This design comes from an exercise in tuning for small area on the open sky130 flow, not from production work. Only simulation tests tie the RTL to the original design; equivalence was not proved. The clock cells of runs 3 and 4 come from the design's own scripts or RTL, not from TritonCTS. No driver is modelled on the clock port, so clock power and skew are understated where the tree is cut down; a real chip needs a root buffer or a tree. Power and IR drop assume default switching activity.

[flow/config.mk]
export PLATFORM = sky130hd
export DESIGN_NAME = top_bounce
export DESIGN_NICKNAME = top_bounce
export VERILOG_FILES = /design/flow/design.v
export SDC_FILE = /design/flow/constraint.sdc
export NUM_CORES = 4
export LEC_CHECK = 0
export CAP_MARGIN = 20
export CORE_MARGIN = 2
export CORE_UTILIZATION = 40
export SLEW_MARGIN = 20
[flow/constraint.sdc]
create_clock -name core_clock -period 10.0 [get_ports {clk_pix}]
set_input_delay 2.0000 -clock core_clock [delete_from_list [all_inputs] [get_ports {clk_pix}]]
set_output_delay 2.0000 -clock core_clock [all_outputs]
set_load 0.01 [all_outputs]
[flow/design.v]
module simple_480p (
    input  wire logic clk_pix,    
    input  wire logic rst,        
    output      logic [9:0] sx,   
    output      logic [9:0] sy,   
    output      logic hsync,      
    output      logic vsync,      
    output      logic de          
    );
    parameter HA_END = 639;            
    parameter HS_STA = HA_END + 16;    
    parameter HS_END = HS_STA + 96;    
    parameter LINE   = 799;            
    parameter VA_END = 479;            
    parameter VS_STA = VA_END + 10;    
    parameter VS_END = VS_STA + 2;     
    parameter SCREEN = 524;            
    always_comb begin
        hsync = ~(sx >= HS_STA && sx < HS_END);   
        vsync = ~(sy >= VS_STA && sy < VS_END);   
        de = (sx <= HA_END && sy <= VA_END);
    end
    always_ff @(posedge clk_pix) begin
        if (sx == LINE) begin   
            sx <= 0;
            sy <= (sy == SCREEN) ? 0 : sy + 1;   
        end else begin
            sx <= sx + 1;
        end
        if (rst) begin
            sx <= 0;
            sy <= 0;
        end
    end
endmodule
`default_nettype none
`timescale 1ns / 1ps
module top_bounce #(parameter CORDW=10) (   
    input  wire logic clk_pix,          
    input  wire logic rst,              
    input  wire logic [CORDW-1:0] init_q1x,   
    input  wire logic [CORDW-1:0] init_q1y,
    input  wire logic [CORDW-1:0] init_q2x,   
    input  wire logic [CORDW-1:0] init_q2y,
    input  wire logic [CORDW-1:0] init_q3x,   
    input  wire logic [CORDW-1:0] init_q3y,
    input  wire logic [5:0] init_dir,   
    output      logic [CORDW-1:0] sx,   
    output      logic [CORDW-1:0] sy,   
    output      logic de,               
    output      logic [7:0] sdl_r,      
    output      logic [7:0] sdl_g,      
    output      logic [7:0] sdl_b       
    );
    logic last_x, last_y, act_x, act_y;
    always_comb begin
        last_x = sx[9] & sx[8] & (&sx[4:0]);               
        last_y = sy[9] & sy[3] & sy[2];                    
        act_x = ~(sx[9] & (sx[8] | sx[7]));                
        act_y = ~(sy[9] | (&sy[8:5]));                     
        de = act_x & act_y;
    end
    always_ff @(posedge clk_pix) begin
        sx <= last_x ? 10'd0 : sx + 10'd1;
        sy <= (last_x && last_y) ? 10'd0 : sy + {9'd0, last_x};
        if (rst) begin
            sx <= 0;
            sy <= 0;
        end
    end
    logic [9:0] c1x, c2x, c3x;
    logic [8:0] c1y, c2y, c3y;
    logic q1dx, q1dy, q2dx, q2dy, q3dx, q3dy;
    logic sx0, sx01, sx_act, eval;
    always_comb begin
        sx0 = ~|sx;                                        
        sx01 = ~|sx[9:1];                                  
        sx_act = ~(sx[9] | (&sx[8:5]));                    
        eval = sy[9] & sy[3] & sy[1] & sy[0] & sx0;        
    end
    logic z1x, z2x, z3x, z1y, z2y, z3y;
    always_comb begin
        z1x = (c1x == 0); z2x = (c2x == 0); z3x = (c3x == 0);
        z1y = (c1y == 0); z2y = (c2y == 0); z3y = (c3y == 0);
    end
    logic h1x, l1x, h2x, l2x, h3x, l3x, h1y, l1y, h2y, l2y, h3y, l3y;
    always_comb begin
        h1x = c1x[9] & c1x[4] & c1x[3] & (c1x[2] | c1x[1]);           
        l1x = ~|c1x[9:1];                                              
        h2x = (&c2x[8:5]) & c2x[3] & (c2x[1] | c2x[0]);                
        l2x = z2x;                                                     
        h3x = c3x[8] & c3x[7] & c3x[5] & c3x[4] & (c3x[3] | (&c3x[2:0]));  
        l3x = z3x;                                                     
        h1y = c1y[8] & c1y[6] & c1y[5] & c1y[4] & c1y[3] & (c1y[2] | c1y[1]);  
        l1y = ~|c1y[8:1];                                              
        h2y = c2y[8] & c2y[6] & c2y[3] & (c2y[1] | c2y[0]);            
        l2y = z2y;                                                     
        h3y = c3y[8] & c3y[4] & (c3y[3] | (&c3y[2:0]));                
        l3y = z3y;                                                     
    end
    logic hold1x, hold2x, hold3x, ext1y, ext2y, ext3y;
    always_comb begin
        hold1x = last_y & (q1dx ^ sx01);
        hold2x = last_y & (q2dx ^ sx0);
        hold3x = last_y & (q3dx ^ sx0);
        ext1y  = last_y & sx_act & ~(q1dy ^ sx01);
        ext2y  = last_y & sx_act & ~(q2dy ^ sx0);
        ext3y  = last_y & sx_act & ~(q3dy ^ sx0);
    end
    function automatic [9:0] decx(input [9:0] c, input en);
        decx = c - {9'd0, en};
        if (en && c == 0) decx[7:5] = 3'b000;    
    endfunction
    function automatic [8:0] decy(input [8:0] c, input en);
        decy = c - {8'd0, en};
        if (en && c == 0) decy[5] = 1'b0;        
    endfunction
    logic stepy;
    always_comb stepy = last_x & act_y;
    always_ff @(posedge clk_pix) begin
        c1x <= decx(c1x, !hold1x);
        c2x <= decx(c2x, !hold2x);
        c3x <= decx(c3x, !hold3x);
        c1y <= decy(c1y, stepy || ext1y);
        c2y <= decy(c2y, stepy || ext2y);
        c3y <= decy(c3y, stepy || ext3y);
        q1dx <= (eval & h1x) | (q1dx & ~(eval & l1x));
        q2dx <= (eval & h2x) | (q2dx & ~(eval & l2x));
        q3dx <= (eval & h3x) | (q3dx & ~(eval & l3x));
        q1dy <= (eval & h1y) | (q1dy & ~(eval & l1y));
        q2dy <= (eval & h2y) | (q2dy & ~(eval & l2y));
        q3dy <= (eval & h3y) | (q3dy & ~(eval & l3y));
        if (rst) begin
            c1x <= init_q1x;
            c1y <= init_q1y[8:0];
            c2x <= {1'b0, init_q2x[8:0]};
            c2y <= init_q2y[8:0];
            c3x <= {1'b0, init_q3x[8:0]};
            c3y <= init_q3y[8:0];
            {q3dy, q3dx, q2dy, q2dx, q1dy, q1dx} <= init_dir;
        end
    end
    logic q1_draw, q2_draw, q3_draw;
    always_comb begin
        q1_draw = (z1x || c1x >= 701) && (z1y || c1y >= 381);
        q2_draw = (z2x || c2x >= 651) && (z2y || c2y >= 331);
        q3_draw = (z3x || c3x >= 601) && (z3y || c3y >= 281);
    end
    logic r, g, b;
    always_ff @(posedge clk_pix) begin
        r <= de && q1_draw;
        g <= de && q2_draw;
        b <= de && q3_draw;
    end
    always_comb begin
        sdl_r = {8{r}};
        sdl_g = {8{g}};
        sdl_b = {8{b}};
    end
endmodule
[flow/flow/run.sh]
#!/bin/bash
# Standard ORFS layout (standard.sh) with three changes:
#  - synthesis: the reference script, but abc maps with an area script
#    (flow/area.abc) and Yosys's adder cell mapping is skipped;
#  - every port still gets its own buffer, but the smallest one (buf_1);
#  - clock tree: CTS with clkbuf_8 only and no dummy loads.
set -euo pipefail
W=$PWD
export FLOW_WORK=$W
bash standard.sh \
  SYNTH_SCRIPT=$W/flow/synth_area.tcl \
  MY_ABC_SCRIPT=$W/flow/area.abc \
  FLOW_WORK=$W \
  ADDER_MAP_FILE= \
  "BUFFER_PORTS_ARGS=-buffer_cell sky130_fd_sc_hd__buf_1" \
  "CTS_ARGS=-sink_clustering_enable -repair_clock_nets -dont_use_dummy_load -buf_list sky130_fd_sc_hd__clkbuf_8" \
  finish > $W/standard.log 2>&1
[flow/flow/area.abc]
&get -n
&st
&deepsyn -T 60
&dch -f
&nf -R 1000 -p
&put
[flow/flow/synth_area.tcl]
proc abc {args} {
  set i [lsearch $args -script]
  if {$i >= 0 && [info exists ::env(MY_ABC_SCRIPT)]} {
    lset args [expr {$i + 1}] $::env(MY_ABC_SCRIPT)
  }
  yosys abc {*}$args
}
source $::env(FLOW_WORK)/synth_recipe.tcl
[flow/standard.sh]
#!/bin/bash
# synth_recipe.tcl (not shown) runs the flow's synth.tcl, then flattens the netlist and writes it again
# the make line also repeats each setting of config.mk as NAME=value (left out here)
make -C /OpenROAD-flow-scripts/flow DESIGN_CONFIG=/design/flow/config.mk WORK_HOME=/design/flow/orfs CLKGATE_MAP_FILE= SYNTH_SCRIPT=/design/flow/synth_recipe.tcl "${@:-finish}"
==> results of run 1 <==
-- kinds of logic (layout without fill, tap and decap cells) --
group           Yosys count  count (layout)  share of synthesized area
compound gates          140             140                      0.216
xor+xnor                 39              39                     0.0850
buf+inv                  31             124                     0.0514
flops                    86              86                      0.428
simple gates            189             189                      0.219
-- layer usage --
layer	vias up	wire length (µm)	track usage
met2	108	4410	0.285
met3	8	596	0.0639
met1	1705	4530	0.228
met4	0	94	0.0483
met5	-	0	0
li1	1911	-	-
-- stage by stage --
| stage | power (µW) | setup slack (ps) | instance area, µm² | hold slack, ps |
|---|---|---|---|---|
| 3_5_place_dp | 510 | 5130 | 4420 | 477 |
| 6_report | 692 | 5580 | 4540 | 485 |
| 2_1_floorplan | 476 | 6920 | 4020 | 448 |
| 3_3_place_gp | 507 | 5140 | 4420 | 462 |
| 5_1_grt | 733 | 5240 | 4540 | 511 |
| 4_1_cts | 700 | 5490 | 4540 | 487 |
-- area by class of cell --
cell class,instances,area share
flip-flops and latches,86,0.379
well taps,133,0.0367
clock buffers,9,0.0273
multi-input cells,368,0.461
repair buffers,108,0.0904
inverters,7,0.00579
-- sequential cells by signal, indices dropped and copies added (netlist names) --
register / count
c3x: 10
q1dx: 1
c1y: 9
g: 1
q3dx: 1
c2y: 9
c2x: 10
q2dx: 1
q3dy: 1
q2dy: 1
sy: 10
c3y: 9
r: 1
b: 1
c1x: 10
q1dy: 1
sx: 10
-- worst paths after layout --
check        startpoint  endpoint  slack, ps  cells after the start
min              c2y[0]    c2y[0]        490                      2
max reg2reg       sx[9]    c2x[7]       6330                     10
max                 rst     sy[3]       5580                      5
min reg2reg      c2y[0]    c2y[0]        490                      2
-- power breakdown --
group	leakage, µW	switching, µW	internal, µW
Combinational	0.000857	51.4	47.4
Clock	0.0000647	108	80.8
Sequential	0.000716	31.8	372
-- cells in the final DEF (no fill, tap or decap), types with 5 or more instances in the layout --
cell type    n
dfxtp_1     86
nand2b_1     8
o21a_1       9
nor3_1      26
or3_1        9
xnor2_1     20
a21oi_1     25
xor2_1      19
o21ai_0     56
nor4_1       7
buf_1      106
and3_1       9
clkbuf_8     9
a2bb2oi_1    9
a22o_1       5
nor2_1      49
a31oi_1      8
nand2_1     54
clkinv_1     7
a21o_1       6
nand3_1     14
-- critical path, cell delays in order --
cell,delay [ps]
clkbuf_2,70
buf_4,620
clkinv_1,990
o21ai_1,760
nor3_1,110
==> results.json, run 1 <==
{
  "endpoint_kind": "flop",
  "hold_violations": 0,
  "synth_edf_count": 0,
  "path_clk_slew_ps": 70,
  "drc": 0,
  "place.gp.congestion": 0.778,
  "p_leak_uw": 0.00164,
  "synthDistinctLibCells": 40,
  "die_x_um": 104,
  "cts_setup_buffers": 0,
  "ant_nets": 0,
  "wl_um": 9620,
  "crit_path_start_kind": "primary input",
  "rsz0062_at_grt": "no",
  "multiInputGateArea_um2": 2090,
  "cts-buffers-inserted": 9,
  "die_area_um2": 10900,
  "grt_max_degree": 91,
  "drtIter0Drc": 121,
  "worst_pin_slew_ps": 911,
  "dp_cells": 702,
  "postSynthCellCount": 485,
  "ys.flop_type": "dfxtp_1",
  "vias": 3732,
  "outcome": "complete, no violations",
  "layout-area-overhead-vs-synth_pct": 13.0,
  "rows": 36,
  "num-nets-final": 648,
  "antenna_found_initial": 0,
  "cts_resized": 0,
  "critical_path_arrival_ps": 4620,
  "hold_class": "reg2reg",
  "avgRoutedWirePerCell_um": 13.5,
  "dp_hpwl_um": 6790,
  "grt_overflow": 0,
  "regArea_um2": 1720,
  "power-per-cell-area_nw_per_um2": 152,
  "synth-seq-area-share": 0.428,
  "grt.total_usage": 0.178,
  "yosys_warnings": 1,
  "grt_pass1_wl_um": 15800,
  "insertion_delay_ps": 350,
  "criticalPathCategory": "in2reg",
  "coreArea_um2": 9770,
  "cts_hold_buf": 0,
  "tns_ps": 0,
  "finish.utilization": 0.464,
  "min_period_over_period": 0.442,
  "grt_pass1_vias": 3363,
  "cts_sinks": 86,
  "yosys.area.top_type": "dfxtp_1",
  "cts_max_path_buffers": 2,
  "ios": 113,
  "vias_per_cell": 5.25,
  "drtPass1Iterations": 6,
  "htreeDepth": 3,
  "slew-limit-headroom": 0.389,
  "synth-async-reset-ratio": 0,
  "synth_top_area_share": 0.428,
  "drive_gt1_frac": 0.0190,
  "post-synth-top-count-cell": "dfxtp_1",
  "synth_seq_cells": 86,
  "crit_required_ps": 10190,
  "max_freq_mhz": 226,
  "synth.area.top_cells": "dfxtp_1, o21ai_0, nand2_1, nor2_1, buf_4",
  "clock_skew_ps": 25.8,
  "n_antenna_cell": 0,
  "cts_tree": "done",
  "io_buffers": 107,
  "start_util": 0.411,
  "syn_nets": 553,
  "fp.dieH_um": 104,
  "syn_area_per_cell_um2": 8.29,
  "slew_viol_final": 0,
  "finalSetupViolCount": 0,
  "irDropWorstVdd_uv": 70.9,
  "cts_root_buf": "clkbuf_8",
  "synth_common_cells": "dfxtp_1, o21ai_0, nand2_1",
  "nFillCells": 1027,
  "fin_cells": 711,
  "final.min_clock_period_ps": 4420,
  "path_max_fanout": 90,
  "syn-cell-area_um2": 4020,
  "drv_cap": 0
}
==> run 2: changes to the inputs <==
==> flow/flow/area.abc (replaced) <==
strash
dc2
balance
rewrite
refactor
balance
rewrite
rewrite -z
balance
refactor -z
rewrite -z
balance
strash
dc2
balance
rewrite
refactor
balance
rewrite
rewrite -z
balance
refactor -z
rewrite -z
balance
&get -n
&st
&dch -f
&nf -R 1000 -p
&put
==> run 2 against run 1 <==
  * Count of clock-buffer cells in the layout did not move
  * Sequential cell count did not move
  * Setup slack improved by 800 ps
==> results.json, run 2 <==
{
  "outcome": "complete, no violations",
  "cts-buffers-inserted": 9,
  "clock_skew_ps": 18.7,
  "top_usage_layer": "met2",
  "start_util": 0.412,
  "grt_use_met1": 0.235,
  "finalSetupViolCount": 0,
  "rows": 36,
  "critical_path_arrival_ps": 3900,
  "crit_buf_inv": 0,
  "drc": 0,
  "ant_nets": 0,
  "layout_common_cells": "buf_1, dfxtp_1, o21ai_0, nand2_1, nor2_1",
  "post-synth-top-count-cell": "dfxtp_1",
  "rrSetupSlack_ps": 6380,
  "worst_pin_slew_ps": 881,
  "vias": 3700,
  "num-nets-final": 661,
  "die_area_um2": 10900,
  "cts_tree": "done",
  "finish.utilization": 0.465,
  "path_clk_slew_ps": 80,
  "p_leak_uw": 0.00166,
  "syn_nets": 566,
  "min_period_over_period": 0.362,
  "ys.flop_type": "dfxtp_1",
  "syn-cell-area_um2": 4050,
  "nFillCells": 1009,
  "grt_pass1_wl_um": 16000,
  "postSynthCellCount": 498,
  "cts_sinks": 86,
  "path_cells": "nor4_1 -> nand3_1 -> nor2_1 -> xnor2_1 -> nor2_1 -> or3_1 -> or3_1 -> nor3_1 -> nand2b_1 -> nor3_1 -> o21ai_0 -> a21oi_1",
  "slew_viol_final": 0,
  "synth-async-reset-ratio": 0,
  "slew-limit-headroom": 0.413,
  "grt_max_degree": 100,
  "critical_path.max_stage_delay_ps": 560,
  "drv_cap": 0,
  "yosys_warnings": 1,
  "vias_per_cell": 5.11,
  "cts_max_path_buffers": 2,
  "met3_usage": 0.0536,
  "max_freq_mhz": 276,
  "grt_pass1_vias": 3458,
  "final.min_clock_period_ps": 3620,
  "htreeDepth": 3,
  "cts_setup_buffers": 0,
  "synth.area.top_cells": "dfxtp_1, o21ai_0, nand2_1, xnor2_1, buf_4",
  "drive_gt1_frac": 0.0186,
  "criticalPathCategory": "reg2reg",
  "synthDistinctLibCells": 36,
  "drtIter0Drc": 167,
  "endpoint_kind": "flop",
  "rsz0062_at_grt": "no",
  "io_buffers": 107,
  "die_x_um": 105,
  "grt_overflow": 0,
  "coreArea_um2": 9820,
  "cts_hold_buf": 0,
  "insertion_delay_ps": 340,
  "avgRoutedWirePerCell_um": 12.8,
  "final_common_cell": "buf_1",
  "cts_root_buf": "clkbuf_8",
  "use_met2": 0.284,
  "synth-seq-area-share": 0.425,
  "yosys.area.top_type": "dfxtp_1",
  "antenna_found_initial": 0,
  "cts_resized": 0,
  "hold_class": "reg2reg",
  "syn_area_per_cell_um2": 8.13,
  "hold_violations": 0,
  "power-per-cell-area_nw_per_um2": 150,
  "cpMaxStageDelayCell": "nor2_1",
  "synth_edf_count": 0,
  "crit_required_ps": 10280,
  "place.gp.congestion": 0.823,
  "n_antenna_cell": 0,
  "fp.dieH_um": 105,
  "drtPass1Iterations": 4,
  "synth_top_area_share": 0.425,
  "tns_ps": 0,
  "path_max_fanout": 7,
  "ios": 113,
  "grt.total_usage": 0.178,
  "layout-area-overhead-vs-synth_pct": 12.9,
  "dp_hpwl_um": 6670,
  "irDropWorstVdd_uv": 77.1,
  "crit_family": "simple AND/OR/NAND/NOR gates",
  "crit_path_start_kind": "flop",
  "wl_um": 9300,
  "synth_seq_cells": 86,
  "synth_common_cells": "dfxtp_1, o21ai_0, nand2_1"
}
[run 2: cell types whose count changed after synthesis, moves of 5 or more]
cell | previous run | this run
o21ai_0 | 57 | 75
nand2_1 | 54 | 61
a21oi_1 | 25 | 31
xnor2_1 | 20 | 26
nor3_1 | 26 | 31
or3_1 | 9 | 4
[run 2: logic make-up after synthesis]
logic type	share of synthesized area
AND/OR/NAND/NOR	0.216
AO/OA/AOI/OAI	0.217
flip-flops	0.425
XOR/XNOR	0.0909
buffers and inverters	0.0510
[run 2: final cells by class]
class                           count  area, µm²  area share
Clock buffer                        9        124      0.0271
Inverter                            7       26.3     0.00575
Multi-Input combinational cell    381       2120       0.464
Sequential cell                    86       1720       0.377
Tap cell                          133        166      0.0364
Timing Repair Buffer              108        410      0.0898
[run 2: path summary, 6_finish.rpt]
kind | cells past startpoint | to | start
setup reg to reg | 12 | c2x[9] | sx[9]
hold / removal | 2 | c2y[8] | c2y[8]
setup / recovery | 12 | c2x[9] | sx[9]
hold reg to reg | 2 | c2y[8] | c2y[8]
[run 2: report_power, final]
group          leakage [µW]  internal, µW  switching [µW]  total, µW
clock network     0.0000647          80.7             108        188
registers          0.000716           371            31.4        402
logic              0.000875          45.8            47.4       93.2
total               0.00166           497             186        684
[run 2: per-layer routing]
layer / part of all wire / vias to the layer above
met1: 0.48 / 1667
li1: - / 1934
met3: 0.052 / 6
met4: 0.0092 / 0
met2: 0.45 / 93
met5: 0 / -
[run 2: tightest hold or removal path: stages (launching register included)]
cell and delay (ps):
dfxtp_1 340, nand2_1 60, a2bb2oi_1 50
[run 2: per-stage QoR]
stage	cells	hold WS [ps]	power (µW)	worst slack (ps)	instance area, µm²
after CTS	724	495	694	6320	4570
after global routing	724	528	730	5970	4570
after floorplan	498	443	471	6930	4050
after global placement	715	467	501	6320	4440
final	724	490	684	6380	4570
after detailed placement	715	471	504	6330	4440
==> run 3: changes to the inputs <==
--- a/flow/flow/run.sh
+++ b/flow/flow/run.sh
@@ -5,3 +5,4 @@
 #  - every port still gets its own buffer, but the smallest one (buf_1);
-#  - clock tree: CTS with clkbuf_8 only and no dummy loads.
+#  - clock tree: CTS, then rebuilt as four clkbuf_16 leaf buffers fed by
+#    the clock port, each driving a k-means cluster of flip-flops.
 set -euo pipefail
@@ -16,2 +17,4 @@
   "CTS_ARGS=-sink_clustering_enable -repair_clock_nets -dont_use_dummy_load -buf_list sky130_fd_sc_hd__clkbuf_8" \
+  POST_CTS_TCL=$W/flow/post_cts.tcl \
+  CLOCK_LEAVES=4 CLOCK_LEAF_CELL=sky130_fd_sc_hd__clkbuf_16 \
   finish > $W/standard.log 2>&1
==> flow/flow/area.abc (replaced) <==
&get -n
&st
&deepsyn -T 60
&dch -f
&nf -R 1000 -p
&put
==> flow/flow/clocktree.tcl (new file) <==
# Rebuild the clock tree as a single level: the clock port drives
# CLOCK_LEAVES leaf buffers (CLOCK_LEAF_CELL), each driving one cluster
# of nearby flip-flops. Replaces the buffers CTS inserted.
set block [ord::get_db_block]
set db [ord::get_db]
set nleaves [expr {[info exists ::env(CLOCK_LEAVES)] ? $::env(CLOCK_LEAVES) : 3}]
set leafcell [expr {[info exists ::env(CLOCK_LEAF_CELL)] ? $::env(CLOCK_LEAF_CELL) : "sky130_fd_sc_hd__clkbuf_8"}]
set port_net [[$block findBTerm clk_pix] getNet]

set sinks {}
set tree_insts {}
set tree_nets {}
set ok 1
proc walk {net} {
  upvar sinks sinks tree_insts tree_insts tree_nets tree_nets ok ok
  foreach it [$net getITerms] {
    if {![$it isInputSignal]} { continue }
    set inst [$it getInst]
    set m [[$inst getMaster] getName]
    if {[regexp {__(clkbuf|buf)_\d+$} $m]} {
      lappend tree_insts $inst
      set out [[$inst findITerm X] getNet]
      lappend tree_nets $out
      walk $out
    } elseif {[$it getMTerm] ne "" && [[$it getMTerm] getName] eq "CLK"} {
      lappend sinks $it
    } else {
      puts "clocktree: unexpected load [$inst getName] ($m); leaving the tree as it is"
      set ok 0
    }
  }
}
walk $port_net
puts "clocktree: [llength $sinks] sinks, [llength $tree_insts] tree buffers"

if {$ok && [llength $sinks] > 0} {
  # sink locations
  set pts {}
  foreach it $sinks {
    set b [[$it getInst] getBBox]
    lappend pts [list [expr {([$b xMin] + [$b xMax]) / 2.0}] [expr {([$b yMin] + [$b yMax]) / 2.0}]]
  }
  # k-means, seeded along the longer axis
  set n [llength $pts]
  set xs [lsort -real [lmap p $pts {lindex $p 0}]]
  set ys [lsort -real [lmap p $pts {lindex $p 1}]]
  set cent {}
  for {set k 0} {$k < $nleaves} {incr k} {
    set i [expr {int(($k + 0.5) * $n / $nleaves)}]
    lappend cent [list [lindex $xs $i] [lindex $ys $i]]
  }
  for {set iter 0} {$iter < 50} {incr iter} {
    set assign {}
    foreach p $pts {
      set best 0; set bd 1e30
      for {set k 0} {$k < $nleaves} {incr k} {
        set c [lindex $cent $k]
        set d [expr {abs([lindex $p 0] - [lindex $c 0]) + abs([lindex $p 1] - [lindex $c 1])}]
        if {$d < $bd} { set bd $d; set best $k }
      }
      lappend assign $best
    }
    set newc {}
    for {set k 0} {$k < $nleaves} {incr k} {
      set sx 0; set sy 0; set cnt 0
      foreach p $pts a $assign { if {$a == $k} { set sx [expr {$sx + [lindex $p 0]}]; set sy [expr {$sy + [lindex $p 1]}]; incr cnt } }
      if {$cnt > 0} { lappend newc [list [expr {$sx / $cnt}] [expr {$sy / $cnt}]] } else { lappend newc [lindex $cent $k] }
    }
    set cent $newc
  }
  # take the old tree apart
  foreach it $sinks { $it disconnect }
  foreach inst $tree_insts { odb::dbInst_destroy $inst }
  foreach net $tree_nets { if {[$net getITermCount] == 0 && [$net getBTermCount] == 0} { odb::dbNet_destroy $net } }
  # build the new one
  set master [$db findMaster $leafcell]
  for {set k 0} {$k < $nleaves} {incr k} {
    set inst [odb::dbInst_create $block $master "clkleaf_$k"]
    set net [odb::dbNet_create $block "clknet_leaf_$k"]
    $net setSigType CLOCK
    [$inst findITerm A] connect $port_net
    [$inst findITerm X] connect $net
    set c [lindex $cent $k]
    $inst setLocation [expr {int([lindex $c 0])}] [expr {int([lindex $c 1])}]
    $inst setPlacementStatus PLACED
    set cnt 0
    foreach it $sinks a $assign { if {$a == $k} { $it connect $net; incr cnt } }
    puts "clocktree: leaf $k drives $cnt sinks"
  }
}
==> flow/flow/post_cts.tcl (new file) <==
# After CTS: replace the H-tree by one level of leaf buffers, then redo
# legalisation and the timing repair that cts.tcl ran before this hook.
source $::env(FLOW_WORK)/flow/clocktree.tcl
detailed_placement
estimate_parasitics -placement
repair_timing_helper
detailed_placement
check_placement -verbose
estimate_parasitics -placement
==> run 3 against run 2 <==
  * Fmax decreased by 22%
  * Synthesized cell count is 2.6% lower
  * Die area down 0.69%
  * Combinational power up 6.2%
  * Via count is 0.27% lower
  * Sequential cell count is the same
  * Clock skew down 10 ps
  * Hold slack got worse by 1.6 ps
  * Clock power down 14%
  * Power is 2.9% lower
  * Final area shrank 1.2%
  * Highest routed layer unchanged
==> results.json, run 3 <==
{
  "path_clk_slew_ps": 90,
  "postSynthCellCount": 485,
  "criticalPathCategory": "in2reg",
  "wl_met3_um": 568,
  "drive_gt1_frac": 0.0105,
  "syn_nets": 553,
  "syn_area_per_cell_um2": 8.29,
  "die_area_um2": 10900,
  "vias": 3690,
  "synth_common_cells": "dfxtp_1, o21ai_0, nand2_1",
  "rows": 36,
  "wl_um": 9530,
  "drtIter0Drc": 154,
  "max_freq_mhz": 216,
  "ys.flop_type": "dfxtp_1",
  "hold_violations": 0,
  "io_buffers": 107,
  "synthDistinctLibCells": 40,
  "syn-cell-area_um2": 4020,
  "dp_cells": 702,
  "slew_viol_final": 0,
  "reg2reg_depth": 10,
  "n_antenna_cell": 0,
  "wl_met1_um": 4520,
  "post-synth-top-count-cell": "dfxtp_1",
  "outcome": "complete, no violations",
  "coreArea_um2": 9770,
  "finish.utilization": 0.462,
  "critical_path_arrival_ps": 4640,
  "wl_met2_um": 4370,
  "synth.area.top_cells": "dfxtp_1, o21ai_0, nand2_1, nor2_1, buf_4",
  "power-per-cell-area_nw_per_um2": 147,
  "die_x_um": 104,
  "drc": 0,
  "crit_path_start_kind": "primary input",
  "grt_max_degree": 91,
  "layout-area-overhead-vs-synth_pct": 12.4,
  "post_dp_cell_area_um2": 4420,
  "vias_per_cell": 5.23,
  "timing.hold.ws_ps": 488,
  "endpoint_kind": "flop",
  "layout_common_cells": "buf_1, dfxtp_1, o21ai_0, nand2_1, nor2_1",
  "synth-async-reset-ratio": 0,
  "irDropWorstVdd_uv": 87.0,
  "synth-seq-area-share": 0.428,
  "p_leak_uw": 0.00162,
  "slew-limit-headroom": 0.381,
  "holdPathStages": 2,
  "avgRoutedWirePerCell_um": 13.5,
  "fin_cells": 706,
  "fp.dieH_um": 104,
  "crit_required_ps": 10020,
  "insertion_delay_ps": 150,
  "grt_pass1_vias": 3304,
  "min_period_over_period": 0.462,
  "stdcell_area_um2": 4520,
  "hold_class": "reg2reg",
  "rsz0062_at_grt": "no",
  "synth_seq_cells": 86,
  "synth_top_area_share": 0.428,
  "final.min_clock_period_ps": 4620,
  "start_util": 0.411,
  "finalSetupViolCount": 0,
  "place.gp.congestion": 0.778,
  "grt.total_usage": 0.173,
  "tns_ps": 0,
  "drtPass1Iterations": 4,
  "yosys.area.top_type": "dfxtp_1",
  "antenna_found_initial": 0,
  "worst_pin_slew_ps": 922,
  "path_max_fanout": 90,
  "synth_edf_count": 0,
  "yosys_warnings": 1,
  "dr.max_layer_used": "met4",
  "ios": 113,
  "num-nets-final": 643,
  "ant_nets": 0,
  "drv_cap": 0,
  "final_common_cell": "buf_1",
  "grt_pass1_wl_um": 15600,
  "cts_sinks": 86,
  "dp_hpwl_um": 6790,
  "grt_overflow": 0,
  "clock_skew_ps": 8.71
}
run 3: cell types whose count changed in the layout (fill, tap and decap cells not counted), moves of 5 or more:
cell / delta
nor3_1: -5
o21ai_0: -18
a21oi_1: -6
xnor2_1: -6
or3_1: +5
clkbuf_8: -9
nand2_1: -7
run 3: metal layers:
| layer | up-vias | global-route usage |
|---|---|---|
| li1 | 1906 | - |
| met1 | 1687 | 0.234 |
| met2 | 90 | 0.279 |
| met3 | 7 | 0.0445 |
| met4 | 0 | 0.0396 |
| met5 | - | 0 |
run 3: area by class of cell:
class	count	area, µm²
Fill cell	1029	5260
Multi-Input combinational cell	368	2090
Timing Repair Buffer	108	410
Sequential cell	86	1720
Tap cell	133	166
Inverter	7	26.3
Buffer	4	100
run 3: stage by stage:
| step | setup slack (ps) | total power, µW |
|---|---|---|
| after global routing | 5030 | 701 |
| after detailed placement | 5130 | 510 |
| after floorplan | 6920 | 476 |
| after global placement | 5140 | 507 |
| final | 5380 | 664 |
run 3: logic make-up after synthesis:
logic type      count (synthesis)  share of synthesized area
buf+inv                        31                     0.0514
compound gates                140                      0.216
simple gates                  189                      0.219
xor+xnor                       39                     0.0850
flops                          86                      0.428
run 3: worst max-delay path, stage by stage:
cell,delay [ps]
clkbuf_2,70
buf_4,630
clkinv_1,1000
o21ai_1,770
nor3_1,110
run 3: report_power, final:
part	switching [µW]	internal, µW
registers	31.9	372
logic	51.5	47.4
clock network	88.3	73.1
total	172	493
run 3: path summary, 6_finish.rpt:
check / startpoint / end / slack (ps)
setup / recovery: rst / sy[2] / 5380
hold / removal: c2y[0] / c2y[0] / 490
setup reg to reg: sx[9] / c2x[7] / 6390
hold reg to reg: c2y[0] / c2y[0] / 490
==> run 4: changes to the inputs <==
--- a/flow/flow/run.sh
+++ b/flow/flow/run.sh
@@ -5,3 +5,3 @@
 #  - every port still gets its own buffer, but the smallest one (buf_1);
-#  - clock tree: CTS, then rebuilt as four clkbuf_16 leaf buffers fed by
+#  - clock tree: CTS, then rebuilt as three clkbuf_16 leaf buffers fed by
 #    the clock port, each driving a k-means cluster of flip-flops.
@@ -18,3 +18,3 @@
   POST_CTS_TCL=$W/flow/post_cts.tcl \
-  CLOCK_LEAVES=4 CLOCK_LEAF_CELL=sky130_fd_sc_hd__clkbuf_16 \
+  CLOCK_LEAVES=3 CLOCK_LEAF_CELL=sky130_fd_sc_hd__clkbuf_16 \
   finish > $W/standard.log 2>&1
==> run 4 against run 3 <==
  * Sequential cell count is the same
  * Still clean on timing, DRC and antenna
  * Highest routed layer unchanged
  * Die area is the same
  * Clock skew grew 3.0 ps
  * Hold slack gained 3.3 ps
  * Largest power group unchanged
  * Critical endpoint unchanged
==> results.json, run 4 <==
{
  "ys.flop_type": "dfxtp_1",
  "fp.dieH_um": 104,
  "synthDistinctLibCells": 40,
  "avgRoutedWirePerCell_um": 13.4,
  "r2r-start": "sx[9]",
  "holdPathEnd": "c2y[0]",
  "drc": 0,
  "drtIter0Drc": 170,
  "reg2reg_depth": 10,
  "coreArea_um2": 9770,
  "syn_nets": 553,
  "finalSetupViolCount": 0,
  "cts_sinks": 86,
  "synth_common_cells": "dfxtp_1, o21ai_0, nand2_1",
  "layout_common_cells": "buf_1, dfxtp_1, o21ai_0, nand2_1, nor2_1",
  "synth.area.top_cells": "dfxtp_1, o21ai_0, nand2_1, nor2_1, buf_4",
  "ant_nets": 0,
  "power_uw": 646,
  "path_max_fanout": 90,
  "dp_hpwl_um": 6790,
  "outcome": "complete, no violations",
  "vias_per_cell": 5.23,
  "ios": 113,
  "holdPathStages": 2,
  "fin_ws_ps": 5420,
  "synth_edf_count": 0,
  "min-delay-start": "c2y[0]",
  "antenna_found_initial": 0,
  "crit_path_start_kind": "primary input",
  "grt_pass1_wl_um": 15600,
  "max_freq_mhz": 218,
  "io_buffers": 107,
  "die_x_um": 104,
  "grt_max_degree": 91,
  "synth-async-reset-ratio": 0,
  "synth-seq-area-share": 0.428,
  "critical_path_arrival_ps": 4620,
  "stdcell_area_um2": 4490,
  "syn_area_per_cell_um2": 8.29,
  "rows": 36,
  "dp_slack_ps": 5130,
  "power-per-cell-area_nw_per_um2": 144,
  "yosys_warnings": 1,
  "crit_required_ps": 10030,
  "criticalPathCategory": "in2reg",
  "grt_pass1_vias": 3310,
  "endpoint_kind": "flop",
  "drtPass1Iterations": 4,
  "die_area_um2": 10900,
  "rsz0062_at_grt": "no",
  "layout-area-overhead-vs-synth_pct": 11.7,
  "min_period_over_period": 0.458,
  "tns_ps": 0,
  "postSynthCellCount": 485,
  "synth_top_area_share": 0.428,
  "slew_viol_final": 0,
  "drv_cap": 0,
  "final_common_cell": "buf_1",
  "wl_um": 9470,
  "path_clk_slew_ps": 110,
  "final.min_clock_period_ps": 4580,
  "nFillCells": 1033,
  "post-synth-top-count-cell": "dfxtp_1",
  "p_leak_uw": 0.00161,
  "clock_skew_ps": 11.7,
  "vias": 3689,
  "hold_class": "reg2reg",
  "num-nets-final": 642,
  "start_util": 0.411,
  "syn-cell-area_um2": 4020,
  "grt_overflow": 0,
  "n_antenna_cell": 0,
  "yosys.area.top_type": "dfxtp_1",
  "rrSetupSlack_ps": 6350,
  "worst_pin_slew_ps": 907,
  "slew-limit-headroom": 0.391,
  "rr_endpoint": "c2x[5]",
  "post_dp_cell_area_um2": 4420,
  "cp-startpoint": "rst",
  "grt.total_usage": 0.171,
  "finish.utilization": 0.459,
  "irDropWorstVdd_uv": 94.0,
  "synth_seq_cells": 86,
  "insertion_delay_ps": 170,
  "place.gp.congestion": 0.778,
  "drive_gt1_frac": 0.00874,
  "hold_violations": 0
}
[run 4: changes by cell type in the layout (fill, tap and decap cells not counted)]
cell       before  now
clkbuf_16       4    3
[run 4: how the worst max path moves through the flow]
stage,end,slack (ps)
final,sy[2],5420
after detailed placement,sy[3],5130
after global placement,sy[1],5140
after floorplan,sy[0],6920
after global routing,sy[2],5050
[run 4: layout make-up]
cell class                 instances  area, µm²  share of cell area
inverter                           7       26.3             0.00585
buffer                             3       75.1              0.0167
timing repair buffer             108        410              0.0914
tap                              133        166              0.0371
multi-input combinational        368       2090               0.466
sequential                        86       1720               0.383
[run 4: stage by stage]
step | cells | hold slack (ps)
floorplan | 485 | 448
global placement | 702 | 462
detailed placement | 702 | 477
global route | 705 | 516
finish | 705 | 491
[run 4: metal layers]
metal / track usage / wire length [µm] / vias up
li1: - / - / 1904
met1: 0.230 / 4470 / 1685
met2: 0.281 / 4350 / 92
met3: 0.0370 / 528 / 8
met4: 0.0386 / 111 / 0
met5: 0 / 0 / -
[run 4: logic make-up after synthesis]
group                     Yosys count  synth area share
AOI/OAI and AO/OA                 140             0.216
buffers and inverters              31            0.0514
and+or+nand+nor                   189             0.219
xor gates and xnor gates           39            0.0850
DFF                                86             0.428
[run 4: worst max-delay path: stages]
cell	delay (ps)
clkbuf_2	70
buf_4	620
clkinv_1	990
o21ai_1	760
nor3_1	110
[run 4: report_power, final]
group          internal (µW)  switching, µW  leakage, µW
logic                   47.4           51.4     0.000857
registers                372           31.7     0.000716
clock network           55.8           87.7    0.0000370

-- re-timing with driven ports --
The flow's constraints put no driver on any port. The routed layouts listed below were extracted and timed again, unchanged, in two steps. Step 1: set_driving_cell puts a clkbuf_16 on clk_pix and a buf_2 on each other input, an assumption about the parent block. Step 2 times the ports against the registers' clock, not the clock port: input delays grow and output delays shrink by t, the midpoint of the rising clock arrivals with the driver on. Three values: ideal ports, drivers, drivers and shift; two values: the first two.
run | t (ns) | setup WS [ns] | clock arrival spread, ns
run 1 | 0.373 | 5.578 / 5.590 / 5.217 | 0.026 / 0.026
run 2 | 0.369 | 6.379 / 6.379 / 6.379 | 0.019 / 0.019
run 3 | 0.228 | 5.377 / 5.432 / 5.204 | 0.009 / 0.009
run 4 | 0.233 | 5.416 / 5.459 / 5.226 | 0.012 / 0.012
After both steps every run listed still meets setup and hold. The setup slack of run 1, which loses most, moves by +0.012 ns with the drivers and by -0.361 ns with both steps.
